From an optimization exercise on the open Yosys and OpenROAD flow, aimed at small area; shortcuts taken in it are not production practice.
Only simulation tests tie the RTL to the original design; equivalence was not proved.
Power and IR drop assume default switching activity.

===== flow/config.mk =====
export PLATFORM = sky130hd
export DESIGN_NAME = uart_top
export DESIGN_NICKNAME = uart_top
export VERILOG_FILES = /design/flow/design.v
export SDC_FILE = /design/flow/constraint.sdc
export NUM_CORES = 4
export LEC_CHECK = 0
export CAP_MARGIN = 20
export CORE_MARGIN = 2
export CORE_UTILIZATION = 40
export SLEW_MARGIN = 20

===== flow/constraint.sdc =====
create_clock -name core_clock -period 20.0 [get_ports {clk}]
set_input_delay 4.0000 -clock core_clock [delete_from_list [all_inputs] [get_ports {clk}]]
set_output_delay 4.0000 -clock core_clock [all_outputs]
set_load 0.01 [all_outputs]

===== flow/design.v =====
module clk_gen(
    input  logic clk, rst,
    input  logic [16:0] i_baud,
    output logic o_tx_tick, o_rx_tick
);
logic b48, b14, b19, b38, b57;
assign b48 = (i_baud == 17'd4800);
assign b14 = (i_baud == 17'd14400);
assign b19 = (i_baud == 17'd19200);
assign b38 = (i_baud == 17'd38400);
assign b57 = (i_baud == 17'd57600);
logic [12:0] tx_rl;
logic [8:0]  rx_rl;
always_comb begin
    if (b48)      begin tx_rl = 13'd5209; rx_rl = 9'd325; end
    else if (b14) begin tx_rl = 13'd1737; rx_rl = 9'd108; end
    else if (b19) begin tx_rl = 13'd1303; rx_rl = 9'd81;  end
    else if (b38) begin tx_rl = 13'd652;  rx_rl = 9'd40;  end
    else if (b57) begin tx_rl = 13'd435;  rx_rl = 9'd27;  end
    else          begin tx_rl = 13'd2605; rx_rl = 9'd162; end
end
logic [12:0] tx_cnt;
logic [8:0]  rx_cnt;
logic tx_ph, rx_ph;
logic tx_tc, rx_tc;
assign tx_tc = (tx_cnt == 13'd0);
assign rx_tc = (rx_cnt == 9'd0);
always_ff @(posedge clk) begin
    if (rst || tx_tc) tx_cnt <= tx_rl;
    else              tx_cnt <= tx_cnt - 13'd1;
    if (rst)          tx_ph <= 1'b0;
    else if (tx_tc)   tx_ph <= ~tx_ph;
end
always_ff @(posedge clk) begin
    if (rst)        rx_cnt <= 9'd0;
    else if (rx_tc) rx_cnt <= rx_rl;
    else            rx_cnt <= rx_cnt - 9'd1;
    if (rst)        rx_ph <= 1'b0;
    else if (rx_tc) rx_ph <= ~rx_ph;
end
assign o_tx_tick = tx_tc & ~tx_ph;
assign o_rx_tick = rx_tc & ~rx_ph;
endmodule
module uart_tx(
    input  logic clk, rst, i_tx_tick, i_tx_str,
    input  logic [7:0] i_tx_data,
    input  logic [3:0] i_len,
    input  logic i_parity_ty,
    input  logic i_parity_en,
    input  logic i_stop2,
    output logic o_tx, o_tx_done, o_tx_er
);
localparam logic [3:0] IDLE = 4'b0000, START = 4'b0001, PAR = 4'b0010,
                       STOP1 = 4'b0011, STOP2 = 4'b0100, DONE = 4'b0101;
logic [3:0] st, nx;
logic [7:0] tx_reg;
logic par;
logic last;
assign last = st[2] & (st[1:0] + 2'd1 == i_len[1:0]);
always_comb begin
    nx = st;
    o_tx = 1'b1;
    if (st[3]) begin
        o_tx = tx_reg[st[2:0]];
        if (last) nx = i_parity_en ? PAR : STOP1;
        else      nx = st + 4'd1;
    end else begin
        case (st)
            IDLE:  nx = i_tx_str ? START : IDLE;
            START: begin o_tx = 1'b0; nx = 4'b1000; end
            PAR:   begin o_tx = par; nx = STOP1; end
            STOP1: nx = i_stop2 ? STOP2 : DONE;
            STOP2: nx = DONE;
            default: nx = IDLE;
        endcase
    end
end
assign o_tx_done = (st == DONE);
assign o_tx_er = 1'b0;
always_ff @(posedge clk) begin
    if (rst)            st <= IDLE;
    else if (i_tx_tick) st <= nx;
end
always_ff @(posedge clk) begin
    if (i_tx_tick) begin
        if (st == START) tx_reg <= i_tx_data;
        if (st[3]) par <= par ^ o_tx;
        else       par <= ~i_parity_ty;
    end
end
endmodule
module uart_rx(
    input  logic clk, rst, i_rx_tick, i_rx, i_rx_str,
    input  logic [3:0] i_len,
    input  logic i_parity_ty, i_parity_en,
    input  logic i_stop2,
    output logic [7:0] o_rx,
    output logic o_rx_done,
    output logic o_rx_er
);
localparam logic [3:0] IDLE = 4'b0000, START = 4'b0001, PAR = 4'b0010,
                       STOP1 = 4'b0011, STOP2 = 4'b0100, DONE = 4'b0101;
logic [3:0] st, nx;
logic [3:0] cnt;
logic [7:0] dt;
logic acc;
logic mid, fin;
assign mid = (cnt == 4'd7);
assign fin = (cnt == 4'd15);
always_comb begin
    nx = st;
    if (st[3]) begin
        if (fin) begin
            if (st[2:0] == 3'd7) nx = i_parity_en ? PAR : STOP1;
            else                 nx = st + 4'd1;
        end
    end else begin
        case (st)
            IDLE:  nx = (i_rx_str && !i_rx) ? START : IDLE;
            START: if (mid && i_rx) nx = IDLE;
                   else if (fin) nx = {2'b10, i_len[1] ^ i_len[0], i_len[0]};
            PAR:   if (fin) nx = STOP1;
            STOP1: if (fin) nx = i_stop2 ? STOP2 : DONE;
            STOP2: if (fin) nx = DONE;
            default: nx = IDLE;
        endcase
    end
end
always_ff @(posedge clk) begin
    if (rst)            st <= IDLE;
    else if (i_rx_tick) st <= nx;
end
always_ff @(posedge clk) begin
    if (i_rx_tick) begin
        if (st == IDLE) cnt <= 4'd0;
        else            cnt <= cnt + 4'd1;
    end
end
always_ff @(posedge clk) begin
    if (i_rx_tick && mid && st[3]) begin
        dt[3:0] <= dt[4:1];
        dt[4] <= (i_len[1:0] == 2'b01) ? i_rx : dt[5];
        dt[5] <= (i_len[1:0] == 2'b10) ? i_rx : dt[6];
        dt[6] <= (i_len[1:0] == 2'b11) ? i_rx : dt[7];
        dt[7] <= (i_len[1:0] == 2'b00) ? i_rx : 1'b0;
    end
end
always_ff @(posedge clk) begin
    if (i_rx_tick) begin
        if (st == IDLE) acc <= ~i_parity_ty;
        else if (mid) begin
            if (st[3])         acc <= i_parity_en & (acc ^ i_rx);
            else if (st == PAR) acc <= acc ^ i_rx;
            else if (st == STOP1 || st == STOP2) acc <= acc | ~i_rx;
        end
    end
end
assign o_rx = dt;
assign o_rx_done = (st == DONE);
assign o_rx_er = acc;
endmodule
 module uart_top(
    input  logic clk, rst,
    input  logic [7:0] i_tx_data,
    input  logic [3:0] i_len,
    input  logic [16:0] i_baud,  
    input  logic i_tx_str, i_rx_str, 
    input  logic i_parity_ty, i_parity_en, i_stop2,
    input  logic i_rx,
    output logic o_tx,
    output logic o_tx_done, o_rx_done,
    output logic o_tx_er, o_rx_er,
    output logic [7:0] o_rx 
 );
 logic tx_tick, rx_tick;
 clk_gen c_gen (clk, rst, i_baud, tx_tick, rx_tick);
 uart_tx u_tx (clk, rst, tx_tick, i_tx_str, i_tx_data, i_len, i_parity_ty, i_parity_en, i_stop2, o_tx, o_tx_done, o_tx_er);
 uart_rx u_rx (clk, rst, rx_tick, i_rx, i_rx_str, i_len, i_parity_ty, i_parity_en, i_stop2, o_rx, o_rx_done, o_rx_er);
 endmodule

===== flow/run.sh =====
#!/bin/bash
# synth_recipe.tcl (not shown) runs the flow's synth.tcl, then flattens the netlist and writes it again
# the make line also repeats each setting of config.mk as NAME=value (left out here)
make -C /OpenROAD-flow-scripts/flow DESIGN_CONFIG=/design/flow/config.mk WORK_HOME=/design/flow/orfs CLKGATE_MAP_FILE= SYNTH_SCRIPT=/design/flow/synth_recipe.tcl finish

==> metrics.md, run 1 <==
| Metric | Value |
|---|---|
| Status | timing/DRC/antenna clean |
| Worst-Margin Slew | between 0.8 and 0.9 ns |
| Synth Cell Area | a little over 3000 µm² |
| Sw Ratio | 0.3426 |
| Post-Route Utilization | 0.5040 |
| Commonest non-fill, non-tap cell in the layout | clkdlybuf4s50_1 |
| H-tree levels | 2 |
| Cells after Synth | 317 |
| Overall Power | 324.1 µW |
| Final ANT Viol Nets | 0 |
| Worst-skew pair later-pin latency | 0.30 ns |
| Fraction of layout cells with a size suffix above 1 | 0.06612 |
| Area grow syn2layout | 21.32% |
| Global route overflow | 0 |
| VDD IR max | 0.00003447 V |
| Vias in the first global route | 2290 |
| Hold Fails Final Rpt | 0 |
| Clock Power Share | 0.193 |
| Wire per inst | 13.11 µm |
| FMAX | 0.1603 GHz |
| Largest regs | c_gen.tx_cnt x13, c_gen.rx_cnt x9 |
| Clk buf depth | 2 |
| Critical R2R Capture | u_tx.tx_reg[1]$_DFFE_PP_ |
| Hold_buf cts | 0 |
| Final #Nets | 416 |
| Drt via density | 5.314 |
| Critical Path Source | u_tx.st[0]$_SDFFE_PP0N_ |
| Routed WL | ~6100 µm |
| Critical Path Sink | o_tx |
| Crit Path Class | reg -> out |
| Reg2reg start | c_gen.tx_cnt[0]$_DFF_P_ |
| CTS Sinks | 54 |
| Initial Utilization | 0.4154 |
| Fin Hold WS | about 0.46 ns |
| Slew Limit Fails | 0 |
| CP cell instances | mux4_2 > mux2i_1 > a21oi_1 > clkdlybuf4s50_1 |
| Seq pwr share | 0.470 |
| Pin count of the biggest net entering global routing | 22 |
| Gr usage total | 0.1471 |
| Synth cell types | 57 |
| Slowest library cell on the worst path | dfxtp_1 |
| Max_cap viols | 0 |
| Worst setup SP type | flip-flop |
| Post-cts resize count | 0 |
| Root Driver | clkbuf_8 |
| Max reg flops | 13 |
| Die height | 91.26 µm |
| Async S/R FF share, synth | 0 |
| CTS clk-pin slew, worst paths | 0.09 ns |
| Tcrit/Tclk final | 0.3119 |
| Synthesized net count | 371 |
| Core ar. | roughly 7300 µm² |
| Die area | 8327 µm² |
| DR vias | between 2k and 2.5k |
| CP peak stage delay | around 0.56 ns |
| Most flops, register | c_gen.tx_cnt |
| Initial antenna violation count | 0 |
| PwrDens | 87.71 nW/µm² |
| EDFF count, synth | 22 |
| Die width | 91.26 µm |
| CP endpoint kind | output port |
| RSZ-0062 raised after global routing | false |
| Int Pwr | around 210 µW |
| Crit path DAT | 2.24 ns |
| Final clock skew | 0.007397 ns |
| Critical-path maximum fanout | 8 |
| YS warnings | 3 |
| LEAKAGE | 1.339 nW |
| Site Rows | 31 |
| Most used DFF post-synth | dfxtp_1 |
| Final Critical Period | just over 6 ns |
| Worst path depth | 4 |
| Flops & latches, synth | 54 |
| Syn_area_per_cell | 9.607 µm² |
| CP Data Required Time | 16.00 ns |
| Net Sw Power | 111.0 µW |
| Min-delay worst type | reg -> reg |
| N_diodes | 0 |
| DR iter-0 viols | 96 |
| Leading cell types by total area after synthesis | edfxtp_1 22%, dfxtp_1 21%, ha_1 7.0% |
| Global-route wire length before repair | a little over 10000 µm |
| TritonRoute pass-1 iters | 4 |
| Comb pwr share | 0.336 |
| Setup Viol. Count Final | 0 |
| Flop2flop setup slack | about 17 ns |
| Clock buffer count from CTS | 5 |
| DRC | 0 |
| CTS tree | built |
| FF-to-FF path depth | 6 |
| Max-Slew Margin vs Limit | 0.4067 |
| Top Family by Delay on Critical Path | multiplexers |
| Leading area contributor after synthesis | edfxtp_1 |
| Setup TNS | 0 ns |
| DP HPWL | 4625 µm |
| Post-synth top area share | 0.2169 |
| Gp weighted congestion | between 0.8 and 0.9 |
| WP buf/inv | 1 |
| Most frequent cells in the layout | 46 x clkdlybuf4s50_1, 32 x dfxtp_1, 26 x nor2_1 |
| Post-CTS Repair Setup Buffers | 0 |
| Port Buffers | 46 |
| Top-Level Pins | 50 |
| Seq/Total Area, Yosys | 0.4273 |
[cell usage after synthesis, types with 6 or more instances]
cell type,number
xnor2_1,13
nor2b_1,6
a211oi_1,8
nor2_1,26
ha_1,17
dfxtp_1,32
clkbuf_1,8
a31oi_1,6
inv_1,17
nand2_1,25
nor3_1,7
a21oi_1,22
edfxtp_1,22
nand3_1,8
o21ai_0,15
[worst min-delay path by stage]
stage,from,to,slack [ns],cells after the start
3_3_place_gp,c_gen.rx_ph$_SDFFE_PP0P_,c_gen.rx_ph$_SDFFE_PP0P_,0.44,2
2_1_floorplan,c_gen.rx_ph$_SDFFE_PP0P_,c_gen.rx_ph$_SDFFE_PP0P_,0.43,2
3_5_place_dp,u_rx.dt[4]$_DFFE_PP_,u_rx.dt[3]$_DFFE_PP_,0.44,0
4_1_cts,c_gen.rx_ph$_SDFFE_PP0P_,c_gen.rx_ph$_SDFFE_PP0P_,0.46,2
6_report,c_gen.rx_ph$_SDFFE_PP0P_,c_gen.rx_ph$_SDFFE_PP0P_,0.46,2
5_1_grt,u_rx.dt[3]$_DFFE_PP_,u_rx.dt[2]$_DFFE_PP_,0.48,0
[metrics by stage]
stage / setup WS (ns) / cells / instance area [µm²]
after CTS: 13.74 / 462 / 3695
after global routing: 13.57 / 462 / 3695
after detailed placement: 13.99 / 454 / 3600
after global placement: 13.98 / 454 / 3600
after floorplan: 14.55 / 317 / 3045
final: 13.76 / 462 / 3695
[layout make-up]
class	count	area, µm²
clock inverters	2	12.51
repair buffers	47	467.9
fillers	696	3636
inverters	17	63.81
multi-input cells	237	1643
well taps	99	123.9
clock buffers	6	82.58
flip-flops and latches	54	1301
[layer usage]
| metal | global-route usage | part of all wire | vias to the layer above |
|---|---|---|---|
| li1 | - | - | 1257 |
| met1 | 0.1933 | 0.48 | 1140 |
| met2 | 0.2531 | 0.47 | 54 |
| met3 | 0.02490 | 0.038 | 4 |
| met4 | 0.03409 | 0.0084 | 0 |
| met5 | 0 | 0 | - |
[cell families (layout without fill, tap and decap cells)]
group,Yosys count,count (layout),share of synthesized area
xor gates and xnor gates,18,18,0.05177
DFF,54,54,0.4273
buffers and inverters,26,72,0.03328
muxes,10,10,0.04232
and+or+nand+nor,119,119,0.2247
other,1,1,0.001231
AOI/OAI and AO/OA,72,72,0.1496
adders and majority gates,17,17,0.06984
[tightest hold or removal path, stage by stage (launching register included)]
cell and delay, ns:
dfxtp_1 0.32, nand2_1 0.05, a21oi_1 0.05
[power by group through the flow]
stage          logic (mW)  clock network [mW]  registers, mW
2_1_floorplan      0.0841                   0          0.149
3_3_place_gp        0.107                   0          0.155
3_5_place_dp        0.109                   0          0.155
4_1_cts             0.110              0.0652          0.152
5_1_grt             0.125              0.0693          0.155
6_report            0.109              0.0627          0.152
==> run 2, diff against run 1 <==
--- a/flow/design.v
+++ b/flow/design.v
@@ -12,20 +12,19 @@
 logic [12:0] tx_rl;
-logic [8:0]  rx_rl;
+logic [8:0] rx_rl;
 always_comb begin
-    if (b48)      begin tx_rl = 13'd5209; rx_rl = 9'd325; end
-    else if (b14) begin tx_rl = 13'd1737; rx_rl = 9'd108; end
-    else if (b19) begin tx_rl = 13'd1303; rx_rl = 9'd81;  end
-    else if (b38) begin tx_rl = 13'd652;  rx_rl = 9'd40;  end
-    else if (b57) begin tx_rl = 13'd435;  rx_rl = 9'd27;  end
-    else          begin tx_rl = 13'd2605; rx_rl = 9'd162; end
+    if (b48) begin tx_rl = 13'd7305; rx_rl = 9'd300; end
+    else if (b14) begin tx_rl = 13'd2776; rx_rl = 9'd395; end
+    else if (b19) begin tx_rl = 13'd4497; rx_rl = 9'd315; end
+    else if (b38) begin tx_rl = 13'd2399; rx_rl = 9'd142; end
+    else if (b57) begin tx_rl = 13'd4219; rx_rl = 9'd213; end
+    else begin tx_rl = 13'd2935; rx_rl = 9'd493; end
 end
-logic [12:0] tx_cnt;
-logic [8:0]  rx_cnt;
-logic tx_ph, rx_ph;
-logic tx_tc, rx_tc;
-assign tx_tc = (tx_cnt == 13'd0);
-assign rx_tc = (rx_cnt == 9'd0);
+logic [12:0] tx_s;
+logic [8:0] rx_s;
+logic tx_ph, rx_ph, tx_tc, rx_tc;
+assign tx_tc = (tx_s == 13'd1);
+assign rx_tc = (rx_s == 9'd1);
 always_ff @(posedge clk) begin
-    if (rst || tx_tc) tx_cnt <= tx_rl;
-    else              tx_cnt <= tx_cnt - 13'd1;
+    if (rst || tx_tc) tx_s <= tx_rl;
+    else              tx_s <= {tx_s[11:0], tx_s[0] ^ tx_s[2] ^ tx_s[3] ^ tx_s[12]};
     if (rst)          tx_ph <= 1'b0;
@@ -34,5 +33,5 @@
 always_ff @(posedge clk) begin
-    if (rst)        rx_cnt <= 9'd0;
-    else if (rx_tc) rx_cnt <= rx_rl;
-    else            rx_cnt <= rx_cnt - 9'd1;
+    if (rst)        rx_s <= 9'd1;
+    else if (rx_tc) rx_s <= rx_rl;
+    else            rx_s <= {rx_s[7:0], rx_s[4] ^ rx_s[8]};
     if (rst)        rx_ph <= 1'b0;
==> run 2 against run 1 <==
Compared with the run above:
- still clean on timing, DRC and antenna
- count of clock-buffer cells in the layout down 1
- critical path depth is 1 higher
- worst setup slack worse by 0.054 ns
- die area fell by 6.2%
- core utilization rose by 0.77 points
- maximum frequency shrank 0.86%
- register-to-register slack gained 0.58 ns
- clock power shrank 3%
- hold slack worse by 0.0025 ns
- critical endpoint unchanged
- largest cell class unchanged
- largest power group unchanged
==> metrics.md, run 2 <==
| Metric | Value |
|---|---|
| CTS Sinks | 54 |
| Root Driver | clkbuf_8 |
| Post-cts resize count | 0 |
| Routed WL | 5809 µm |
| Site Rows | 30 |
| Int Pwr | 196.7 µW |
| Global-route wire length before repair | 9777 µm |
| Tcrit/Tclk final | 0.3146 |
| Max_cap viols | 0 |
| Syn_area_per_cell | 9.824 µm² |
| Max reg flops | 13 |
| Seq pwr share | 0.511 |
| Slew Limit Fails | 0 |
| Setup Viol. Count Final | 0 |
| Final #Nets | 388 |
| Global route overflow | 0 |
| Initial Utilization | 0.4170 |
| Worst setup SP type | flip-flop |
| Top-Level Pins | 50 |
| CP endpoint kind | output port |
| Status | timing/DRC/antenna clean |
| VDD IR max | 0.00003335 V |
| Comb pwr share | 0.279 |
| Filler cells | 661 |
| DR vias | 2262 |
| Pin count of the biggest net entering global routing | 19 |
| Sw Ratio | 0.3195 |
| DRC | 0 |
| DP HPWL | 4450 µm |
| Final ANT Viol Nets | 0 |
| Most used DFF post-synth | dfxtp_1 |
| Area grow syn2layout | 22.71% |
| Final Critical Period | 6.291 ns |
| LEAKAGE | ~1.2 nW |
| FF-to-FF path depth | 5 |
| Worst Hold End | u_rx.dt[3]$_DFFE_PP_ |
| Worst-Margin Slew | 0.7343 ns |
| Synthesized net count | between 300 and 400 |
| HP Start | u_rx.dt[4]$_DFFE_PP_ |
| Most frequent cells in the layout | 46 x clkdlybuf4s50_1, 32 x dfxtp_1, 31 x nor2_1 |
| Top cells by count, synth | 32 x dfxtp_1, 31 x nor2_1, 22 x edfxtp_1 |
| Hold_buf cts | 0 |
| Largest regs | c_gen.tx_s x13, c_gen.rx_s x9 |
| Core ar. | 6832 µm² |
| Cells after Synth | 290 |
| Hold path cells | 0 |
| Crit Path Class | reg -> out |
| Post-CTS Repair Setup Buffers | 0 |
| Flop2flop setup slack | 17.70 ns |
| RSZ-0062 raised after global routing | false |
| Worst-skew pair later-pin latency | just over 0.3 ns |
| Clock buffer count from CTS | 5 |
| TritonRoute pass-1 iters | 4 |
| CTS clk-pin slew, worst paths | approximately 0.10 ns |
| Commonest non-fill, non-tap cell in the layout | clkdlybuf4s50_1 |
| Leading cell types by total area after synthesis | edfxtp_1 23%, dfxtp_1 22%, ha_1 6.6% |
| Synth Cell Area | approximately 2800 µm² |
| Port Buffers | 46 |
| Die height | slightly below 90 µm |
| Min-delay worst type | reg -> reg |
| N_diodes | 0 |
| PwrDens | 82.70 nW/µm² |
| CTS tree | built |
| Fin Hold WS | between 0.4 and 0.5 ns |
| Most flops, register | c_gen.tx_s |
| Clock Power Share | 0.210 |
| DR iter-0 viols | 96 |
| Die width | 88.40 µm |
| Slowest library cell on the worst path | dfxtp_1 |
| Seq/Total Area, Yosys | 0.4567 |
| Drt via density | 5.224 |
| Synth cell types | 55 |
| CP cell instances | inv_1 > ha_1 > a2111oi_0 > a21oi_1 > clkdlybuf4s50_1 |
| Gr usage total | 0.1594 |
| Crit path DAT | around 2.3 ns |
| Most instantiated library cell after synthesis | dfxtp_1 |
| Final clock skew | between 0.009 and 0.01 ns |
| Setup TNS | 0 ns |
| YS warnings | 3 |
| Reg2reg start | c_gen.tx_s[3]$_DFF_P_ |
| Flops & latches, synth | 54 |
| Post-synth top area share | 0.2319 |
| Net Sw Power | 92.38 µW |
| Vias in the first global route | a little over 2k |
| Gp weighted congestion | 0.8111 |
| Critical-path maximum fanout | 9 |
| Hold Fails Final Rpt | 0 |
| Wire per inst | 13.42 µm |
| FMAX | 0.1590 GHz |
| Max-Slew Margin vs Limit | 0.5089 |
| CP Data Required Time | 16.00 ns |
| Leading area contributor after synthesis | edfxtp_1 |
| Die area | ~7800 µm² |
| Fraction of layout cells with a size suffix above 1 | 0.07122 |
| Clk buf depth | 2 |
| Critical R2R Capture | u_tx.tx_reg[7]$_DFFE_PP_ |
| Initial antenna violation count | 0 |
| Async S/R FF share, synth | 0 |
| EDFF count, synth | 22 |
| CP peak stage delay | 0.57 ns |
| H-tree levels | 2 |
run 2: changes by cell type in the layout (fill, tap and decap cells not counted), sizes merged, moves of 4 or more:
cell / change
o21a: +4
nor4: +4
xnor2: -5
nor2: +5
a211oi: -5
nand2: -9
run 2: logic make-up after synthesis:
logic type	Yosys count	share of synthesized area
AO/OA/AOI/OAI	65	0.1471
XOR/XNOR	10	0.03074
adder cells (fa/ha/maj)	15	0.06588
buffers and inverters	25	0.03470
flip-flops	54	0.4567
multiplexers	11	0.04919
other	1	0.001316
AND/OR/NAND/NOR	109	0.2143
run 2: worst max path at each step:
stage / from / end / slack [ns] / depth (start not counted)
detailed placement: rst / c_gen.tx_s[2]$_DFF_P_ / 13.94 / 4
floorplan: u_tx.st[0]$_SDFFE_PP0N_ / o_tx / 14.53 / 4
CTS: u_tx.st[0]$_SDFFE_PP0N_ / o_tx / 13.70 / 4
global placement: rst / c_gen.tx_s[2]$_DFF_P_ / 13.90 / 4
finish: u_tx.st[0]$_SDFFE_PP0N_ / o_tx / 13.71 / 5
global route: u_tx.st[0]$_SDFFE_PP0N_ / o_tx / 13.48 / 5
run 2: power groups by stage:
stage,Sequential (mW),Combinational (mW),Clock [mW]
after floorplan,0.147,0.0585,0
after global placement,0.150,0.0795,0
after detailed placement,0.150,0.0814,0
after CTS,0.148,0.0817,0.0638
after global routing,0.150,0.0930,0.0671
final,0.148,0.0807,0.0608
run 2: final cells by class:
type / count / area [µm²] / share of cell area
Multi-Input combinational cell: 211 / 1449 / 0.4145
Sequential cell: 54 / 1301 / 0.3722
Clock buffer: 5 / 68.82 / 0.01969
Clock inverter: 3 / 21.27 / 0.006084
Tap cell: 96 / 120.1 / 0.03436
Timing Repair Buffer: 48 / 475.5 / 0.1360
Inverter: 16 / 60.06 / 0.01718
run 2: worst max-delay path, delay by kind of cell (launching register included):
family          cells  cell delay [ns]
flops               1             0.57
buf+inv             2             0.64
compound gates      2             0.52
fa+ha+maj           1             0.25
run 2: routing by layer:
metal	wire length, µm	vias to the layer above	track usage	part of all wire
li1	-	1151	-	-
met1	2764	1056	0.2109	0.48
met2	2750	51	0.2632	0.47
met3	220	4	0.02985	0.038
met4	74	0	0.05372	0.013
met5	0	-	0	0
run 2: metrics by stage:
step,power (mW),util,setup slack [ns],instances,cell area [µm²]
floorplan,0.2056,-,14.53,290,2849
global placement,0.2292,0.4985,13.90,425,3406
detailed placement,0.2314,0.4985,13.94,425,3406
CTS,0.2931,0.5117,13.70,433,3496
global route,0.3105,0.5117,13.48,433,3496
finish,0.2891,0.5117,13.71,433,3496
==> run 3, diff against run 2 <==
--- a/flow/design.v
+++ b/flow/design.v
@@ -14,8 +14,8 @@
 always_comb begin
-    if (b48) begin tx_rl = 13'd7305; rx_rl = 9'd300; end
-    else if (b14) begin tx_rl = 13'd2776; rx_rl = 9'd395; end
-    else if (b19) begin tx_rl = 13'd4497; rx_rl = 9'd315; end
-    else if (b38) begin tx_rl = 13'd2399; rx_rl = 9'd142; end
-    else if (b57) begin tx_rl = 13'd4219; rx_rl = 9'd213; end
-    else begin tx_rl = 13'd2935; rx_rl = 9'd493; end
+    if (b48) begin tx_rl = 13'd1543; rx_rl = 9'd110; end
+    else if (b14) begin tx_rl = 13'd751; rx_rl = 9'd35; end
+    else if (b19) begin tx_rl = 13'd2146; rx_rl = 9'd113; end
+    else if (b38) begin tx_rl = 13'd3618; rx_rl = 9'd371; end
+    else if (b57) begin tx_rl = 13'd4863; rx_rl = 9'd56; end
+    else begin tx_rl = 13'd1711; rx_rl = 9'd98; end
 end
@@ -24,7 +24,7 @@
 logic tx_ph, rx_ph, tx_tc, rx_tc;
-assign tx_tc = (tx_s == 13'd1);
-assign rx_tc = (rx_s == 9'd1);
+assign tx_tc = (tx_s == 13'd4754);
+assign rx_tc = (rx_s == 9'd20);
 always_ff @(posedge clk) begin
     if (rst || tx_tc) tx_s <= tx_rl;
-    else              tx_s <= {tx_s[11:0], tx_s[0] ^ tx_s[2] ^ tx_s[3] ^ tx_s[12]};
+    else              tx_s <= {tx_s[11:0], tx_s[9] ^ tx_s[12]};
     if (rst)          tx_ph <= 1'b0;
@@ -33,5 +33,5 @@
 always_ff @(posedge clk) begin
-    if (rst)        rx_s <= 9'd1;
+    if (rst)        rx_s <= 9'd20;
     else if (rx_tc) rx_s <= rx_rl;
-    else            rx_s <= {rx_s[7:0], rx_s[4] ^ rx_s[8]};
+    else            rx_s <= {rx_s[7:0], rx_s[1] ^ rx_s[8]};
     if (rst)        rx_ph <= 1'b0;
==> flow/flow/run.sh (new file) <==
#!/bin/bash
# The standard layout (standard.sh) with three changes that leave the
# registers exactly as the standard synthesis makes them:
#  - ABC maps the combinational logic with an area-oriented script
#    (flow/abc_area.script) instead of ORFS's speed script,
#  - Yosys does not pre-map adders to half/full-adder cells (ADDER_MAP_FILE
#    empty), so ABC sees all of the logic,
#  - the port buffers use the smallest buffer, sky130_fd_sc_hd__buf_1.
set -euo pipefail
W=$(pwd)
rm -rf "$W/scripts_area"
cp -r "$FLOW_HOME/scripts" "$W/scripts_area"
cp "$W/flow/abc_area.script" "$W/scripts_area/abc_speed.script"
export SCRIPTS_DIR="$W/scripts_area"
export BUFFER_PORTS_ARGS="-buffer_cell sky130_fd_sc_hd__buf_1"
export CTS_ARGS="-sink_clustering_enable -repair_clock_nets -dont_use_dummy_load -sink_clustering_size 30 -sink_clustering_max_diameter 100 -buf_list sky130_fd_sc_hd__clkbuf_8"
bash standard.sh ADDER_MAP_FILE= finish > "$W/standard.log" 2>&1
==> flow/flow/abc_area.script (new file) <==
strash
fraig
dch -f
map -a
amap
strash
dch -f
map -a
amap
==> flow/standard.sh (new file) <==
#!/bin/bash
# synth_recipe.tcl (not shown) runs the flow's synth.tcl, then flattens the netlist and writes it again
# the make line also repeats each setting of config.mk as NAME=value (left out here)
make -C /OpenROAD-flow-scripts/flow DESIGN_CONFIG=/design/flow/config.mk WORK_HOME=/design/flow/orfs CLKGATE_MAP_FILE= SYNTH_SCRIPT=/design/flow/synth_recipe.tcl "${@:-finish}"
--- a/flow/config.mk
+++ b/flow/config.mk
@@ -10,2 +10,3 @@
 export CORE_UTILIZATION = 40
+export GPL_TIMING_DRIVEN = 0
 export SLEW_MARGIN = 20
removed: flow/run.sh
==> run 3 against run 2 <==
Compared with the run above:
- cell area fell by 20%
- maximum frequency rose by 4.1%
- via count fell by 5.3%
- synthesized cell count fell by 3.4%
- sequential power fell by 18%
- clock skew rose by 0.0069 ns
- register-to-register slack got worse by 0.67 ns
- wire length fell by 14%
- global-route usage fell by 0.22 points
- synthesized area fell by 14%
- clock power fell by 11%
- critical endpoint is now c_gen.tx_s[7]$_DFF_P_
==> metrics.md, run 3 <==
| Metric | Value |
|---|---|
| Synthesized net count | 317 |
| Overall Power | 197.6 µW |
| PwrDens | 70.30 nW/µm² |
| Final std cells w/o fill | roughly 410 |
| Worst setup SP type | primary input |
| Critical R2R Capture | u_rx.dt[6]$_DFFE_PP_ |
| Max-Slew Margin vs Limit | 0.4888 |
| Port Buffers | 46 |
| Hold_buf cts | 0 |
| RSZ-0062 raised after global routing | false |
| DR iter-0 viols | between 100 and 150 |
| Multi-input logic area | between 900 and 1000 µm² |
| LEAKAGE | between 0.8 and 0.9 nW |
| Final ANT Viol Nets | 0 |
| Placed cell count | 403 |
| Most used DFF post-synth | dfxtp_1 |
| VDD IR max | 0.00002791 V |
| Final Critical Period | 6.044 ns |
| Die width | between 80 and 90 µm |
| Max_cap viols | 0 |
| Most instantiated library cell after synthesis | nor2_1 |
| H-tree levels | 2 |
| Routed WL | between 5000 and 6000 µm |
| FMAX | 0.1655 GHz |
| Async S/R FF share, synth | 0 |
| Final #Nets | 372 |
| Met3 WL | between 200 and 250 µm |
| Global-route wire length before repair | 8307 µm |
| Seq/Total Area, Yosys | 0.5322 |
| Die area | ~6800 µm² |
| Vias in the first global route | 1928 |
| Syn_area_per_cell | 8.732 µm² |
| Most flops, register | c_gen.tx_s |
| N_diodes | 0 |
| Post-CTS Repair Setup Buffers | 0 |
| Wire length on met1 | about 2400 µm |
| Die height | 82.18 µm |
| Setup TNS | 0 ns |
| Worst Slack Setup Final | about 14 ns |
| Pin count of the biggest net entering global routing | 17 |
| EDFF count, synth | 22 |
| YS warnings | 3 |
| Core ar. | 5921 µm² |
| Area grow syn2layout | 15.00% |
| Worst-Margin Slew | 0.7598 ns |
| Top cells by count, synth | 47 x nor2_1, 42 x clkinv_1, 32 x dfxtp_1 |
| Cells after Synth | 280 |
| Wire per inst | 12.26 µm |
| TritonRoute pass-1 iters | 4 |
| CTS Sinks | 54 |
| Top layer in use | met4 |
| Setup Viol. Count Final | 0 |
| DRC | 0 |
| Gr usage total | 0.1571 |
| Tcrit/Tclk final | 0.3022 |
| Crit path DAT | 6.22 ns |
| Post-Route Utilization | 0.4749 |
| Most frequent cells in the layout | 47 x nor2_1, 46 x buf_1, 42 x clkinv_1 |
| Min-delay worst type | reg -> reg |
| Filler cells | 584 |
| Setup WS pre-CTS | 13.64 ns |
| CP Data Required Time | 20.18 ns |
| Hold Fails Final Rpt | 0 |
| Gp weighted congestion | 0.8669 |
| Post-cts resize count | 0 |
| Drt via density | between 5 and 6 |
| Leading area contributor after synthesis | edfxtp_1 |
| Flops & latches, synth | 54 |
| FF-to-FF path depth | 8 |
| Clock buffer count from CTS | 5 |
| Site Rows | 28 |
| Synth Cell Area | 2445 µm² |
| Commonest non-fill, non-tap cell in the layout | nor2_1 |
| CTS clk-pin slew, worst paths | 0.09 ns |
| CTS tree | built |
| Initial antenna violation count | 0 |
| Largest regs | c_gen.tx_s x13, c_gen.rx_s x9 |
| Metal2 WL | ~2300 µm |
| Hold path cells | 2 |
| Initial Utilization | 0.4129 |
| Max reg flops | 13 |
| Global route overflow | 0 |
| Leading cell types by total area after synthesis | edfxtp_1 27%, dfxtp_1 26%, nor2_1 7.2% |
| Flop2flop setup slack | around 17 ns |
| Worst Hold End | c_gen.rx_s[4]$_SDFF_PP1_ |
| Post-synth top area share | 0.2702 |
| Synth cell types | 34 |
| Status | timing/DRC/antenna clean |
| Critical-path maximum fanout | 6 |
| Clk buf depth | 2 |
| Final clock skew | about 0.016 ns |
| Reg2reg start | c_gen.rx_s[1]$_SDFF_PP0_ |
| Root Driver | clkbuf_8 |
| Crit Path Class | in -> reg |
| Top-Level Pins | 50 |
| Slew Limit Fails | 0 |
| CP endpoint kind | flip-flop |
| DR vias | about 2.1k |
| DP HPWL | 3863 µm |
| Worst-skew pair later-pin latency | 0.30 ns |
| Fraction of layout cells with a size suffix above 1 | 0.03303 |
| FF+latch area | 1301 µm² |
| HP Start | c_gen.rx_s[3]$_SDFF_PP0_ |
-- run 3: changes by cell type after synthesis, moves of 7 or more --
cell      delta
clkbuf_1     -7
o21ai_0     +12
clkinv_1    +42
inv_1       -16
a21oi_1      -7
xnor2_1      -8
ha_1        -15
nor2_1      +16
-- run 3: stage by stage --
stage / area, µm² / hold slack, ns
floorplan: 2445 / 0.4130
global placement: 2711 / 0.4316
detailed placement: 2743 / 0.4328
CTS: 2811 / 0.4485
global route: 2811 / 0.4693
finish: 2811 / 0.4465
-- run 3: power by group --
| part | switching (mW) | total [mW] | internal [mW] |
|---|---|---|---|
| clock | 0.0315 | 0.0542 | 0.0227 |
| combinational | 0.0128 | 0.0212 | 0.00841 |
| sequential | 0.00304 | 0.122 | 0.119 |
-- run 3: metal layers --
metal | up-vias | global-route usage
li1 | 1118 | -
met1 | 965 | 0.2031
met2 | 50 | 0.2524
met3 | 8 | 0.03696
met4 | 0 | 0.06333
met5 | - | 0
-- run 3: kinds of logic (layout without fill, tap and decap cells) --
family,Yosys count,after routing,share of synthesized area
and+or+nand+nor,117,117,0.2313
AOI/OAI and AO/OA,65,65,0.1674
DFF,54,54,0.5322
buffers and inverters,43,96,0.06755
other,1,1,0.001534
-- run 3: final cells by class --
class                      count  share of cell area
buffer                         1            0.002670
timing repair buffer          48             0.06587
clock buffer                   5             0.02448
sequential                    54              0.4628
multi-input combinational    183              0.3547
inverter                      42             0.05607
tap                           75             0.03338
-- run 3: worst max-delay path by stage --
stage,start,endpoint,slack [ns],cells past startpoint
after global routing,i_baud[1],c_gen.tx_s[7]$_DFF_P_,13.71,7
after detailed placement,i_baud[1],c_gen.tx_s[7]$_DFF_P_,13.64,7
after floorplan,i_baud[1],c_gen.tx_s[3]$_DFF_P_,14.04,6
after global placement,i_baud[1],c_gen.tx_s[7]$_DFF_P_,13.67,7
final,i_baud[1],c_gen.tx_s[7]$_DFF_P_,13.96,7
after CTS,i_baud[1],c_gen.tx_s[7]$_DFF_P_,13.94,7
-- run 3: worst max-delay path: stages --
cell	delay [ns]
buf_1	0.06
or4_1	0.55
or4_1	0.48
nor4_1	0.60
or3_1	0.27
or2_0	0.16
o21ai_0	0.09
==> run 4, diff against run 3 <==
--- a/flow/config.mk
+++ b/flow/config.mk
@@ -7,3 +7,3 @@
 export LEC_CHECK = 0
-export CAP_MARGIN = 20
+export CAP_MARGIN = 0
 export CORE_MARGIN = 2
@@ -11,2 +11,2 @@
 export GPL_TIMING_DRIVEN = 0
-export SLEW_MARGIN = 20
+export SLEW_MARGIN = 0
==> run 4 against run 3 <==
Compared with the run above:
- count of clock-buffer cells in the layout did not move
- first-iteration DRC count grew 1.6%
- die area unchanged
- highest routed layer unchanged
- combinational power about the same
- largest cell class unchanged
- global-route usage fell by 0.63 points
- synthesized cell count is the same
- clock skew decreased by 0.0035 ns
==> metrics.md, run 4 <==
| Metric | Value |
|---|---|
| Status | timing/DRC/antenna clean |
| Final ANT Viol Nets | 0 |
| Core ar. | 5921 µm² |
| Initial Utilization | 0.4129 |
| Site Rows | 28 |
| Reg2reg start | c_gen.rx_s[1]$_SDFF_PP0_ |
| Clock buffer count from CTS | 5 |
| CP Data Required Time | 20.18 ns |
| VDD IR max | 0.00002917 V |
| Critical Path Source | i_baud[1] |
| Synth Area in Compound Gates | 0.1673 |
| Die height | 82.18 µm |
| Pin count of the biggest net entering global routing | 17 |
| Drt via density | 5.200 |
| Syn_area_per_cell | approximately 8.7 µm² |
| Setup Viol. Count Final | 0 |
| CP most frequent cell | or4_1 |
| Commonest non-fill, non-tap cell in the layout | nor2_1 |
| Slowest library cell on the worst path | nor4_1 |
| Post-Route Utilization | 0.4717 |
| Critical Path Sink | c_gen.tx_s[7]$_DFF_P_ |
| Root Driver | clkbuf_8 |
| Crit path DAT | 6.22 ns |
| Final #Nets | 370 |
| Leading cell types by total area after synthesis | edfxtp_1 27%, dfxtp_1 26%, nor2_1 7.2% |
| Post-synth top area share | 0.2702 |
| Overall Power | 196.6 µW |
| Final Critical Period | 6.039 ns |
| Most instantiated library cell after synthesis | nor2_1 |
| Vias in the first global route | 1807 |
| Post-CTS Repair Setup Buffers | 0 |
| DRC | 0 |
| Leading area contributor after synthesis | edfxtp_1 |
| Synth cell types | 34 |
| Most flops, register | c_gen.tx_s |
| Seq/Total Area, Yosys | 0.5322 |
| Mux contribution to synthesized area | 0 |
| Worst-skew pair later-pin latency | 0.30 ns |
| Critical R2R Capture | u_rx.dt[6]$_DFFE_PP_ |
| Final std cells w/o fill | between 400 and 500 |
| FF-to-FF path depth | 7 |
| FMAX | about 0.17 GHz |
| Gr usage total | 0.1508 |
| Hold Fails Final Rpt | 0 |
| Async S/R FF share, synth | 0 |
| Crit Path Class | in -> reg |
| Simple-gate share of the synthesized area | 0.2313 |
| LEAKAGE | 0.8872 nW |
| Worst-Margin Slew | 1.205 ns |
| Clk buf depth | 2 |
| Top-Level Pins | 50 |
| DP HPWL | 3736 µm |
| Flop2flop setup slack | 16.85 ns |
| Post-cts resize count | 0 |
| Global route overflow | 0 |
| Setup TNS | 0 ns |
| Die area | ~6800 µm² |
| Synth Cell Area | 2445 µm² |
| Worst setup SP type | primary input |
| Synthesized net count | roughly 320 |
| Flops & latches, synth | 54 |
| RSZ-0062 raised after global routing | false |
| Final clock skew | 0.01247 ns |
| Global-route wire length before repair | 8024 µm |
| Max_cap viols | 0 |
| DR vias | 2111 |
| Placed cell count | 401 |
| CP peak stage delay | 0.61 ns |
| TritonRoute pass-1 iters | 4 |
| Largest family of logic cells by synthesized area | simple AND/OR/NAND/NOR gates |
| N_diodes | 0 |
| Min-delay worst type | reg -> reg |
| Routed WL | 4840 µm |
| EDFF count, synth | 22 |
| CTS clk-pin slew, worst paths | 0.08 ns |
| Port Buffers | 46 |
| CP cell instances | buf_1 > or4_1 > or4_1 > nor4_1 > or3_1 > or2_0 > o21ai_0 |
| Cells after Synth | 280 |
| YS warnings | 3 |
| H-tree levels | 2 |
| Filler cells | roughly 600 |
| CTS Sinks | 54 |
| DR iter-0 viols | 127 |
| PwrDens | 70.39 nW/µm² |
| Hold_buf cts | 0 |
| Tcrit/Tclk final | 0.3020 |
| Die width | between 80 and 90 µm |
| Synth Area in XOR/XNOR | 0 |
| Gp weighted congestion | roughly 0.87 |
| Fraction of layout cells with a size suffix above 1 | 0.02417 |
| Most frequent cells in the layout | 47 x nor2_1, 46 x buf_1, 42 x clkinv_1 |
| Wire per inst | between 10 and 15 µm |
| Max-Slew Margin vs Limit | 0.1892 |
| CTS tree | built |
| Critical-path maximum fanout | 6 |
| Adder and majority gate portion of the synthesized area | 0 |
| Max reg flops | 13 |
| Most used DFF post-synth | dfxtp_1 |
| CP endpoint kind | flip-flop |
| Initial antenna violation count | 0 |
| Area grow syn2layout | 14.23% |
| Slew Limit Fails | 0 |
| Top cells by count, synth | 47 x nor2_1, 42 x clkinv_1, 32 x dfxtp_1 |
| Largest regs | c_gen.tx_s x13, c_gen.rx_s x9 |
==> run 4: cell types whose count changed in the layout (fill, tap and decap cells not counted), sizes merged <==
cell | before | now
buf | 49 | 47
==> run 4: cells by family (layout without fill, tap and decap cells) <==
kind of cell / after synthesis / after routing
DFF: 54 / 54
buffers and inverters: 43 / 94
and+or+nand+nor: 117 / 117
AOI/OAI and AO/OA: 65 / 65
other: 1 / 1
==> run 4: where the power goes <==
| part | total (mW) | internal [mW] | switching, mW |
|---|---|---|---|
| clock network | 0.0534 | 0.0226 | 0.0308 |
| logic | 0.0210 | 0.00828 | 0.0127 |
| registers | 0.122 | 0.119 | 0.00293 |
| total | 0.197 | 0.150 | 0.0465 |
==> run 4: how the worst min path moves through the flow <==
stage                               start                       end  depth (start not counted)
floorplan           c_gen.tx_s[0]$_DFF_P_  c_gen.tx_s[1]$_SDFF_PN1_                          1
global placement     u_rx.dt[3]$_DFFE_PP_      u_rx.dt[2]$_DFFE_PP_                          0
detailed placement  c_gen.tx_s[0]$_DFF_P_  c_gen.tx_s[1]$_SDFF_PN1_                          1
CTS                  u_rx.dt[4]$_DFFE_PP_      u_rx.dt[3]$_DFFE_PP_                          0
global route         u_rx.dt[4]$_DFFE_PP_      u_rx.dt[3]$_DFFE_PP_                          0
finish               u_rx.dt[4]$_DFFE_PP_      u_rx.dt[3]$_DFFE_PP_                          0
==> run 4: area by class of cell <==
| cell class | instances | area, µm² | share of cell area |
|---|---|---|---|
| Buffer | 1 | 7.507 | 0.002688 |
| Clock buffer | 5 | 68.82 | 0.02464 |
| Inverter | 42 | 157.7 | 0.05645 |
| Multi-Input combinational cell | 183 | 991.0 | 0.3548 |
| Sequential cell | 54 | 1301 | 0.4660 |
| Tap cell | 75 | 93.84 | 0.03360 |
| Timing Repair Buffer | 46 | 172.7 | 0.06183 |
==> run 4: through the flow <==
stage | instance area, µm² | hold WS, ns | worst slack, ns
after detailed placement | 2724 | 0.4359 | 13.66
final | 2793 | 0.4566 | 13.96
after floorplan | 2445 | 0.4130 | 14.04
after global routing | 2793 | 0.4685 | 13.76
after global placement | 2711 | 0.4316 | 13.67
after CTS | 2793 | 0.4611 | 13.95
==> run 4: per-layer routing <==
metal | wire, µm | up-vias | GRT usage
li1 | - | 1115 | -
met1 | 2374 | 936 | 0.2088
met2 | 2165 | 52 | 0.2306
met3 | 246 | 8 | 0.03804
met4 | 53 | 0 | 0.04833
met5 | 0 | - | 0
==> run 4: worst max-delay path, delay by kind of cell <==
kind,cells,cell delay [ns]
AND/OR/NAND/NOR,5,2.06
buffers and inverters,1,0.06
AO/OA/AOI/OAI,1,0.09
==> run 5, diff against run 4 <==
--- a/flow/flow/run.sh
+++ b/flow/flow/run.sh
@@ -15,3 +15,3 @@
 export BUFFER_PORTS_ARGS="-buffer_cell sky130_fd_sc_hd__buf_1"
-export CTS_ARGS="-sink_clustering_enable -repair_clock_nets -dont_use_dummy_load -sink_clustering_size 30 -sink_clustering_max_diameter 100 -buf_list sky130_fd_sc_hd__clkbuf_8"
+export CTS_ARGS="-sink_clustering_enable -repair_clock_nets -dont_use_dummy_load"
 bash standard.sh ADDER_MAP_FILE= finish > "$W/standard.log" 2>&1
--- a/flow/config.mk
+++ b/flow/config.mk
@@ -7,3 +7,3 @@
 export LEC_CHECK = 0
-export CAP_MARGIN = 0
+export CAP_MARGIN = 20
 export CORE_MARGIN = 2
@@ -11,2 +11,2 @@
 export GPL_TIMING_DRIVEN = 0
-export SLEW_MARGIN = 0
+export SLEW_MARGIN = 20
==> run 5 against run 4 <==
Compared with the run above:
- die area unchanged
- total power is 0.55% higher
- critical path depth did not move
- first-iteration DRC count fell by 1.6%
- combinational power about the same
- global-route usage is 0.63 points higher
- clock skew up 0.0035 ns
- largest cell class unchanged
- largest power group unchanged
==> metrics.md, run 5 <==
| Metric | Value |
|---|---|
| DR vias | around 2.1k |
| Clock buffer count from CTS | 5 |
| Final ANT Viol Nets | 0 |
| Final clock skew | 0.01597 ns |
| Wire per inst | 12.26 µm |
| Slowest library cell on the worst path | nor4_1 |
| Die width | 82.18 µm |
| Synth cell types | 34 |
| Crit path DAT | 6.22 ns |
| Max-Slew Margin vs Limit | 0.4888 |
| Tcrit/Tclk final | 0.3022 |
| Cells after Synth | between 200 and 300 |
| Hold path cells | 2 |
| CTS Sinks | 54 |
| Most flops, register | c_gen.tx_s |
| Fraction of layout cells with a size suffix above 1 | 0.03303 |
| Gp weighted congestion | 0.8669 |
| Initial Utilization | 0.4129 |
| Critical-path maximum fanout | 6 |
| RSZ-0062 raised after global routing | false |
| Hold_buf cts | 0 |
| Top-Level Pins | 50 |
| Min-delay worst type | reg -> reg |
| CP Data Required Time | 20.18 ns |
| Final Critical Period | 6.044 ns |
| Pin count of the biggest net entering global routing | 17 |
| Most frequent cells in the layout | 47 x nor2_1, 46 x buf_1, 42 x clkinv_1 |
| Vias in the first global route | 1928 |
| Area grow syn2layout | 15.00% |
| Gr usage total | 0.1571 |
| PwrDens | 70.30 nW/µm² |
| VDD IR max | 0.00002791 V |
| Core ar. | 5921 µm² |
| Die area | 6754 µm² |
| Sw Ratio | 0.2397 |
| Max reg flops | 13 |
| Placed cell count | 403 |
| FMAX | 0.1655 GHz |
| Slew Limit Fails | 0 |
| Flop2flop setup slack | 17.03 ns |
| Critical Path Sink | c_gen.tx_s[7]$_DFF_P_ |
| H-tree levels | 2 |
| Top cells by count, synth | 47 x nor2_1, 42 x clkinv_1, 32 x dfxtp_1 |
| YS warnings | 3 |
| Final instance area | 2811 µm² |
| Critical Path Source | i_baud[1] |
| Routed WL | 5002 µm |
| Worst setup SP type | primary input |
| Clk buf depth | 2 |
| Seq/Total Area, Yosys | 0.5322 |
| Status | timing/DRC/antenna clean |
| Setup Viol. Count Final | 0 |
| Drt via density | 5.248 |
| Post-DP Area | 2743 µm² |
| Post-CTS Repair Setup Buffers | 0 |
| CP most frequent cell | or4_1 |
| Comb pwr share | 0.107 |
| Net Sw Power | 47.38 µW |
| Global-route wire length before repair | 8307 µm |
| Synth Cell Area | around 2400 µm² |
| Post-synth top area share | 0.2702 |
| Fin Hold WS | 0.4465 ns |
| DP HPWL | 3863 µm |
| Reg2reg start | c_gen.rx_s[1]$_SDFF_PP0_ |
| Final std cells w/o fill | 408 |
| Worst-skew pair later-pin latency | 0.30 ns |
| Clock Power Share | 0.274 |
| Die height | between 80 and 90 µm |
| Leading area contributor after synthesis | edfxtp_1 |
| Worst path depth | 7 |
| Async S/R FF share, synth | 0 |
| TritonRoute pass-1 iters | 4 |
| DR iter-0 viols | 125 |
| Initial antenna violation count | 0 |
| CTS tree | built |
| Leading cell types by total area after synthesis | edfxtp_1 27%, dfxtp_1 26%, nor2_1 7.2% |
| Commonest non-fill, non-tap cell in the layout | nor2_1 |
| Flops & latches, synth | 54 |
| CP peak stage delay | ~0.60 ns |
| Hold Fails Final Rpt | 0 |
| Crit Path Class | in -> reg |
| Most used DFF post-synth | dfxtp_1 |
| FF-to-FF path depth | 8 |
| Max_cap viols | 0 |
| CTS clk-pin slew, worst paths | 0.09 ns |
| Seq pwr share | 0.618 |
| N_diodes | 0 |
| Filler cells | 584 |
| CP endpoint kind | flip-flop |
| Top Family by Delay on Critical Path | simple AND/OR/NAND/NOR gates |
| DRC | 0 |
| CP cell instances | buf_1 > or4_1 > or4_1 > nor4_1 > or3_1 > or2_0 > o21ai_0 |
| Post-cts resize count | 0 |
| Port Buffers | 46 |
| Syn_area_per_cell | 8.732 µm² |
| Most instantiated library cell after synthesis | nor2_1 |
| Largest regs | c_gen.tx_s x13, c_gen.rx_s x9 |
| Int Pwr | 150.3 µW |
| Final #Nets | 372 |
| EDFF count, synth | 22 |
| Site Rows | 28 |
| Root Driver | clkbuf_8 |
| Synthesized net count | 317 |
| Setup TNS | 0 ns |
| Overall Power | 197.6 µW |
| LEAKAGE | 0.8997 nW |
| Worst-Margin Slew | 0.7598 ns |
| WP buf/inv | 1 |
| Critical R2R Capture | u_rx.dt[6]$_DFFE_PP_ |
| Global route overflow | 0 |
-- run 5: changes by cell type in the layout (fill, tap and decap cells not counted) --
cell,change
nor4_2,+1
buf_2,+1
buf_4,+1
nor4_1,-1
-- run 5: power by group through the flow --
stage | clock network [mW] | registers, mW | logic, mW
CTS | 0.0565 | 0.122 | 0.0214
global route | 0.0608 | 0.123 | 0.0247
detailed placement | 0 | 0.125 | 0.0214
global placement | 0 | 0.125 | 0.0210
finish | 0.0542 | 0.122 | 0.0212
floorplan | 0 | 0.124 | 0.0143
-- run 5: worst min path at each step --
| stage | startpoint | to | slack (ns) |
|---|---|---|---|
| 2_1_floorplan | c_gen.tx_s[0]$_DFF_P_ | c_gen.tx_s[1]$_SDFF_PN1_ | 0.41 |
| 3_5_place_dp | c_gen.tx_s[0]$_DFF_P_ | c_gen.tx_s[1]$_SDFF_PN1_ | 0.43 |
| 3_3_place_gp | u_rx.dt[3]$_DFFE_PP_ | u_rx.dt[2]$_DFFE_PP_ | 0.43 |
| 5_1_grt | u_rx.dt[1]$_DFFE_PP_ | u_rx.dt[0]$_DFFE_PP_ | 0.47 |
| 6_report | c_gen.rx_s[3]$_SDFF_PP0_ | c_gen.rx_s[4]$_SDFF_PP1_ | 0.45 |
| 4_1_cts | c_gen.rx_s[3]$_SDFF_PP0_ | c_gen.rx_s[4]$_SDFF_PP1_ | 0.45 |
-- run 5: worst reg2reg max path: stages, from the launching register on --
cell      delay (ns)
dfxtp_1         0.32
nor2_1          0.10
nand4_1         0.10
nor4_1          0.53
clkinv_1        0.30
nor2_1          0.56
clkinv_1        0.22
nor4_2          0.25
buf_2           0.27
-- run 5: per-stage QoR --
| step | worst slack (ns) | utilization |
|---|---|---|
| 6_report | 13.96 | 0.4749 |
| 5_1_grt | 13.71 | 0.4749 |
| 4_1_cts | 13.94 | 0.4749 |
| 3_5_place_dp | 13.64 | 0.4632 |
| 3_3_place_gp | 13.67 | 0.4579 |
| 2_1_floorplan | 14.04 | - |
-- run 5: kinds of logic (layout without fill, tap and decap cells) --
group	count (synthesis)	in the layout	synth area share
buffers and inverters	43	96	0.06755
DFF	54	54	0.5322
other	1	1	0.001534
AOI/OAI and AO/OA	65	65	0.1674
and+or+nand+nor	117	117	0.2313
-- run 5: per-layer routing --
metal	wire, µm	global-route usage
met1	2424	0.2031
met2	2288	0.2524
met3	215	0.03696
met4	74	0.06333
met5	0	0
-- run 5: layout make-up --
cell class / instances / area, µm² / area share
clock buffers: 5 / 68.82 / 0.02448
flip-flops and latches: 54 / 1301 / 0.4628
well taps: 75 / 93.84 / 0.03338
repair buffers: 48 / 185.2 / 0.06587
inverters: 42 / 157.7 / 0.05607
multi-input cells: 183 / 997.2 / 0.3547
plain buffers: 1 / 7.507 / 0.002670
==> run 6, diff against run 5 <==
--- a/flow/flow/run.sh
+++ b/flow/flow/run.sh
@@ -15,3 +15,2 @@
 export BUFFER_PORTS_ARGS="-buffer_cell sky130_fd_sc_hd__buf_1"
-export CTS_ARGS="-sink_clustering_enable -repair_clock_nets -dont_use_dummy_load"
 bash standard.sh ADDER_MAP_FILE= finish > "$W/standard.log" 2>&1
--- a/flow/config.mk
+++ b/flow/config.mk
@@ -10,3 +10,2 @@
 export CORE_UTILIZATION = 40
-export GPL_TIMING_DRIVEN = 0
 export SLEW_MARGIN = 20
==> run 6 against run 5 <==
Compared with the run above:
- sequential share of layout area decreased by 0.85 points
- synthesized area unchanged
- first-iteration DRC count increased by 10%
- critical endpoint is now c_gen.rx_s[6]$_SDFF_PP0_
- largest cell class unchanged
- largest power group unchanged
==> metrics.md, run 6 <==
| Metric | Value |
|---|---|
| Die width | 82.18 µm |
| Site Rows | 28 |
| FMAX | 0.1656 GHz |
| Final clock skew | 0.002744 ns |
| CP Data Required Time | 20.18 ns |
| Die height | 82.18 µm |
| Post-CTS Repair Setup Buffers | 0 |
| Hold Fails Final Rpt | 0 |
| Leading cell types by total area after synthesis | edfxtp_1 27%, dfxtp_1 26%, nor2_1 7.2% |
| Clock Power Share | 0.368 |
| Clock buffer count from CTS | 5 |
| Most instantiated library cell after synthesis | nor2_1 |
| Slowest library cell on the worst path | nor4_1 |
| Worst-Margin Slew | 0.8801 ns |
| Worst-skew pair later-pin latency | 0.31 ns |
| Initial antenna violation count | 0 |
| Area grow syn2layout | 17.14% |
| FF-to-FF path depth | 8 |
| Max-Slew Margin vs Limit | 0.4078 |
| PwrDens | between 70 and 80 nW/µm² |
| Gp weighted congestion | 0.8806 |
| Seq/Total Area, Yosys | 0.5322 |
| Seq pwr share | 0.537 |
| Synth Cell Area | 2445 µm² |
| Drt via density | 5.331 |
| Final Critical Period | 6.039 ns |
| Post-cts resize count | 0 |
| Critical Path Sink | c_gen.rx_s[6]$_SDFF_PP0_ |
| Slew Limit Fails | 0 |
| CP cell instances | buf_1 > or4_1 > or4_1 > nor4_1 > or2_0 > nor2_1 > nor2_1 > nor2_1 |
| Global route overflow | 0 |
| Setup Viol. Count Final | 0 |
| N_diodes | 0 |
| Core ar. | 5921 µm² |
| CP peak stage delay | roughly 0.69 ns |
| CP endpoint kind | flip-flop |
| Syn_area_per_cell | 8.732 µm² |
| TritonRoute pass-1 iters | 4 |
| Post-DP Area | 2726 µm² |
| Fraction of layout cells with a size suffix above 1 | 0.03274 |
| Final ANT Viol Nets | 0 |
| Die area | 6754 µm² |
| CTS tree | built |
| Crit Path Class | in -> reg |
| Flops & latches, synth | 54 |
| Clk buf depth | 2 |
| Sw Ratio | 0.2257 |
| Fin Hold WS | 0.4630 ns |
| Wire per inst | 12.51 µm |
| Max_cap viols | 0 |
| Most used DFF post-synth | dfxtp_1 |
| Status | timing/DRC/antenna clean |
| Comb pwr share | 0.096 |
| Setup TNS | 0 ns |
| Tcrit/Tclk final | 0.3020 |
| CTS clk-pin slew, worst paths | approximately 0.090 ns |
| Cells after Synth | 280 |
| Most flops, register | c_gen.tx_s |
| Top-Level Pins | 50 |
| Synth cell types | 34 |
| Critical R2R Capture | u_rx.dt[7]$_SDFFCE_PP0P_ |
| Vias in the first global route | 1947 |
| Flop2flop setup slack | 17.20 ns |
| Setup WS pre-CTS | around 14 ns |
| Net Sw Power | 51.36 µW |
| YS warnings | 3 |
| Post-synth top area share | 0.2702 |
| Gr usage total | 0.1619 |
| Critical Path Source | i_baud[1] |
| Worst Slack Setup Final | between 10 and 15 ns |
| CTS Sinks | 54 |
| Max reg flops | 13 |
| Min-delay worst type | reg -> reg |
| LEAKAGE | 0.9305 nW |
| DR vias | 2191 |
| DR iter-0 viols | 138 |
| RSZ-0062 raised after global routing | false |
| Final instance area | approximately 2900 µm² |
| Pin count of the biggest net entering global routing | 17 |
| Int Pwr | 176.2 µW |
| EDFF count, synth | 22 |
| DRC | 0 |
| Routed WL | between 5000 and 6000 µm |
| Largest regs | c_gen.tx_s x13, c_gen.rx_s x9 |
| Most frequent cells in the layout | 47 x nor2_1, 46 x buf_1, 42 x clkinv_1 |
| Commonest non-fill, non-tap cell in the layout | nor2_1 |
| Port Buffers | 46 |
| Synthesized net count | about 320 |
| Root Driver | clkbuf_8 |
| Top cells by count, synth | 47 x nor2_1, 42 x clkinv_1, 32 x dfxtp_1 |
| Async S/R FF share, synth | 0 |
| Post-Route Utilization | 0.4837 |
| Leading area contributor after synthesis | edfxtp_1 |
| Initial Utilization | 0.4129 |
| VDD IR max | 0.00003676 V |
| Crit path DAT | 6.22 ns |
| Hold_buf cts | 0 |
| Final #Nets | 372 |
| Global-route wire length before repair | 8542 µm |
| Worst setup SP type | primary input |
| H-tree levels | 2 |
| Reg2reg start | c_gen.rx_s[1]$_SDFF_PP0_ |
| Critical-path maximum fanout | 5 |
| DP HPWL | 3841 µm |
| CP most frequent cell | nor2_1 |
==> run 6: changes by cell type in the layout (fill, tap and decap cells not counted) <==
cell / before / now
bufinv_16: 0 / 1
buf_4: 2 / 3
nor4_2: 3 / 0
clkbuf_16: 0 / 1
buf_2: 1 / 0
nor4_1: 6 / 9
clkbuf_8: 5 / 6
==> run 6: metrics by stage <==
step | std cells | power (mW)
after floorplan | 280 | 0.1382
after global placement | 403 | 0.1458
after detailed placement | 403 | 0.1463
after CTS | 411 | 0.2296
after global routing | 411 | 0.2386
final | 411 | 0.2276
==> run 6: power by group through the flow <==
stage	Combinational [mW]	Sequential (mW)	Clock (mW)
detailed placement	0.0217	0.125	0
global route	0.0254	0.123	0.0905
global placement	0.0212	0.125	0
CTS	0.0218	0.122	0.0857
finish	0.0218	0.122	0.0837
floorplan	0.0143	0.124	0
==> run 6: worst min path at each step <==
stage | from | to | slack [ns] | cells after the start
global placement | u_rx.dt[3]$_DFFE_PP_ | u_rx.dt[2]$_DFFE_PP_ | 0.43 | 0
global route | u_rx.dt[3]$_DFFE_PP_ | u_rx.dt[2]$_DFFE_PP_ | 0.47 | 0
CTS | u_rx.dt[3]$_DFFE_PP_ | u_rx.dt[2]$_DFFE_PP_ | 0.46 | 0
detailed placement | c_gen.tx_s[0]$_DFF_P_ | c_gen.tx_s[1]$_SDFF_PN1_ | 0.43 | 1
floorplan | c_gen.tx_s[0]$_DFF_P_ | c_gen.tx_s[1]$_SDFF_PN1_ | 0.41 | 1
finish | u_rx.dt[4]$_DFFE_PP_ | u_rx.dt[3]$_DFFE_PP_ | 0.46 | 0
==> run 6: cell families after synthesis <==
logic type	share of synthesized area
flops	0.5322
buf+inv	0.06755
compound gates	0.1674
other cells	0.001534
simple gates	0.2313
==> run 6: critical path, delay by kind of cell <==
family                 cells  cell delay, ns
AND/OR/NAND/NOR            7            2.15
buffers and inverters      1            0.07
==> run 6: metal layers <==
metal / vias to the layer above / track usage / share of wire / routed length, µm
li1: 1113 / - / - / -
met1: 1014 / 0.2182 / 0.48 / 2447
met2: 55 / 0.2508 / 0.46 / 2350
met3: 9 / 0.04239 / 0.050 / 259
met4: 0 / 0.05667 / 0.017 / 86
met5: - / 0 / 0 / 0
==> run 6: layout make-up <==
cell class	count	area [µm²]
flip-flops and latches	54	1301
repair buffers	49	195.2
multi-input cells	183	978.4
well taps	75	93.84
fillers	590	3057
clock inverters	1	30.03
inverters	42	157.7
clock buffers	7	107.6
==> run 7, diff against run 6 <==
--- a/flow/flow/run.sh
+++ b/flow/flow/run.sh
@@ -15,2 +15,3 @@
 export BUFFER_PORTS_ARGS="-buffer_cell sky130_fd_sc_hd__buf_1"
+export CTS_ARGS="-repair_clock_nets -dont_use_dummy_load -buf_list sky130_fd_sc_hd__clkbuf_8"
 bash standard.sh ADDER_MAP_FILE= finish > "$W/standard.log" 2>&1
--- a/flow/config.mk
+++ b/flow/config.mk
@@ -7,5 +7,6 @@
 export LEC_CHECK = 0
-export CAP_MARGIN = 20
+export CAP_MARGIN = 0
 export CORE_MARGIN = 2
 export CORE_UTILIZATION = 40
-export SLEW_MARGIN = 20
+export GPL_TIMING_DRIVEN = 0
+export SLEW_MARGIN = 0
==> run 7 against run 6 <==
Compared with the run above:
- still clean
- sequential share of layout area is 1.2 points higher
- count of clock-buffer cells in the layout is 2 lower
- clock power is 36% lower
- die area stayed put
==> metrics.md, run 7 <==
| Metric | Value |
|---|---|
| Status | timing/DRC/antenna clean |
| DRC | 0 |
| Crit path DAT | 6.22 ns |
| Critical-path maximum fanout | 6 |
| Synth Cell Area | 2445 µm² |
| Seq/Total Area, Yosys | 0.5322 |
| Routed WL | slightly below 5000 µm |
| Post-cts resize count | 0 |
| LEAKAGE | 0.8872 nW |
| Final Critical Period | between 6 and 7 ns |
| Min-delay worst type | reg -> reg |
| DR iter-0 viols | approximately 130 |
| Most used DFF post-synth | dfxtp_1 |
| Top cells by count, synth | 47 x nor2_1, 42 x clkinv_1, 32 x dfxtp_1 |
| Gr usage total | 0.1508 |
| Setup TNS | 0 ns |
| H-tree levels | 2 |
| Tcrit/Tclk final | 0.3020 |
| CTS clk-pin slew, worst paths | 0.08 ns |
| Pin count of the biggest net entering global routing | 17 |
| Drt via density | about 5.2 |
| Max_cap viols | 0 |
| CP most frequent cell | or4_1 |
| Async S/R FF share, synth | 0 |
| Worst-Margin Slew | 1.205 ns |
| Largest regs | c_gen.tx_s x13, c_gen.rx_s x9 |
| Final #Nets | 370 |
| VDD IR max | 0.00002917 V |
| Wire per inst | 11.92 µm |
| Initial antenna violation count | 0 |
| Global route overflow | 0 |
| Hold path cells | 0 |
| Hold Fails Final Rpt | 0 |
| Root Driver | clkbuf_8 |
| Worst path depth | 7 |
| TritonRoute pass-1 iters | 4 |
| Area grow syn2layout | 14.23% |
| Clock buffer count from CTS | 5 |
| Vias in the first global route | 1807 |
| Die area | 6754 µm² |
| RSZ-0062 raised after global routing | false |
| Die height | approximately 82 µm |
| FMAX | 0.1656 GHz |
| Worst Slack Setup Final | between 10 and 15 ns |
| Hold_buf cts | 0 |
| Setup WS pre-CTS | ~14 ns |
| Top-Level Pins | 50 |
| Commonest non-fill, non-tap cell in the layout | nor2_1 |
| PwrDens | 70.39 nW/µm² |
| Post-synth top area share | 0.2702 |
| Most frequent cells in the layout | 47 x nor2_1, 46 x buf_1, 42 x clkinv_1 |
| Port Buffers | 46 |
| Initial Utilization | 0.4129 |
| Synth cell types | 34 |
| EDFF count, synth | 22 |
| CP peak stage delay | ~0.6 ns |
| Core ar. | 5921 µm² |
| Most instantiated library cell after synthesis | nor2_1 |
| Slew Limit Fails | 0 |
| N_diodes | 0 |
| Overall Power | 196.6 µW |
| Final clock skew | 0.01247 ns |
| Global-route wire length before repair | 8024 µm |
| Slowest library cell on the worst path | nor4_1 |
| Max reg flops | 13 |
| FF-to-FF path depth | 7 |
| Crit Path Class | in -> reg |
| DR vias | between 2k and 2.5k |
| Synthesized net count | 317 |
| Worst-skew pair later-pin latency | 0.30 ns |
| DP HPWL | 3736 µm |
| Flops & latches, synth | 54 |
| Fraction of layout cells with a size suffix above 1 | 0.02417 |
| Syn_area_per_cell | 8.732 µm² |
| Cells after Synth | 280 |
| CTS tree | built |
| Gp weighted congestion | around 0.87 |
| Post-CTS Repair Setup Buffers | 0 |
| Leading cell types by total area after synthesis | edfxtp_1 27%, dfxtp_1 26%, nor2_1 7.2% |
| Max-Slew Margin vs Limit | 0.1892 |
| Worst setup SP type | primary input |
| Leading area contributor after synthesis | edfxtp_1 |
| Site Rows | 28 |
| Final ANT Viol Nets | 0 |
| CP cell instances | buf_1 > or4_1 > or4_1 > nor4_1 > or3_1 > or2_0 > o21ai_0 |
| CP Data Required Time | 20.18 ns |
| Top Family by Delay on Critical Path | simple AND/OR/NAND/NOR gates |
| CTS Sinks | 54 |
| Die width | between 80 and 90 µm |
| Filler cells | 588 |
| Clk buf depth | 2 |
| WP buf/inv | 1 |
| Most flops, register | c_gen.tx_s |
| CP endpoint kind | flip-flop |
| Setup Viol. Count Final | 0 |
| YS warnings | 3 |
run 7: cell count changes in the layout (fill, tap and decap cells not counted):
| cell | previous run | this run |
|---|---|---|
| buf_4 | 3 | 1 |
| nor4_1 | 9 | 7 |
| nor4_2 | 0 | 2 |
| bufinv_16 | 1 | 0 |
| clkbuf_16 | 1 | 0 |
| clkbuf_8 | 6 | 5 |
run 7: metrics by stage:
| step | utilization | cell area, µm² | std cells | hold slack, ns |
|---|---|---|---|---|
| global placement | 0.4579 | 2711 | 401 | 0.4316 |
| finish | 0.4717 | 2793 | 406 | 0.4566 |
| global route | 0.4717 | 2793 | 406 | 0.4685 |
| floorplan | - | 2445 | 280 | 0.4130 |
| detailed placement | 0.4601 | 2724 | 401 | 0.4359 |
| CTS | 0.4717 | 2793 | 406 | 0.4611 |
run 7: report_power, final:
group          switching (mW)  leakage (nW)  internal, mW
combinational          0.0127         0.387       0.00828
clock                  0.0308        0.0359        0.0226
sequential            0.00293         0.464         0.119
run 7: final timing paths:
| path | start | to | slack, ns |
|---|---|---|---|
| setup / recovery | i_baud[1] | c_gen.tx_s[7]$_DFF_P_ | 13.96 |
| setup reg to reg | c_gen.rx_s[1]$_SDFF_PP0_ | u_rx.dt[6]$_DFFE_PP_ | 16.85 |
| hold / removal | u_rx.dt[4]$_DFFE_PP_ | u_rx.dt[3]$_DFFE_PP_ | 0.46 |
| hold reg to reg | u_rx.dt[4]$_DFFE_PP_ | u_rx.dt[3]$_DFFE_PP_ | 0.46 |
run 7: layer usage:
| metal | GRT usage | vias up | wire length [µm] |
|---|---|---|---|
| li1 | - | 1115 | - |
| met1 | 0.2088 | 936 | 2374 |
| met2 | 0.2306 | 52 | 2165 |
| met3 | 0.03804 | 8 | 246 |
| met4 | 0.04833 | 0 | 53 |
| met5 | 0 | - | 0 |
run 7: logic make-up after synthesis:
group,synth area share
flops,0.5322
buf+inv,0.06755
other cells,0.001534
compound gates,0.1674
simple gates,0.2313
run 7: cell type report:
class	count	area [µm²]	share of cell area
plain buffers	1	7.507	0.002688
repair buffers	46	172.7	0.06183
well taps	75	93.84	0.03360
multi-input cells	183	991.0	0.3548
inverters	42	157.7	0.05645
clock buffers	5	68.82	0.02464
flip-flops and latches	54	1301	0.4660

Check on run 7: ideal ports give 13.961 ns setup slack; a clkbuf_16 on the clock port and buf_2 on the inputs give 13.967 ns; moving port delays by the midpoint clock arrival (0.320 ns) as well gives 13.647 ns.
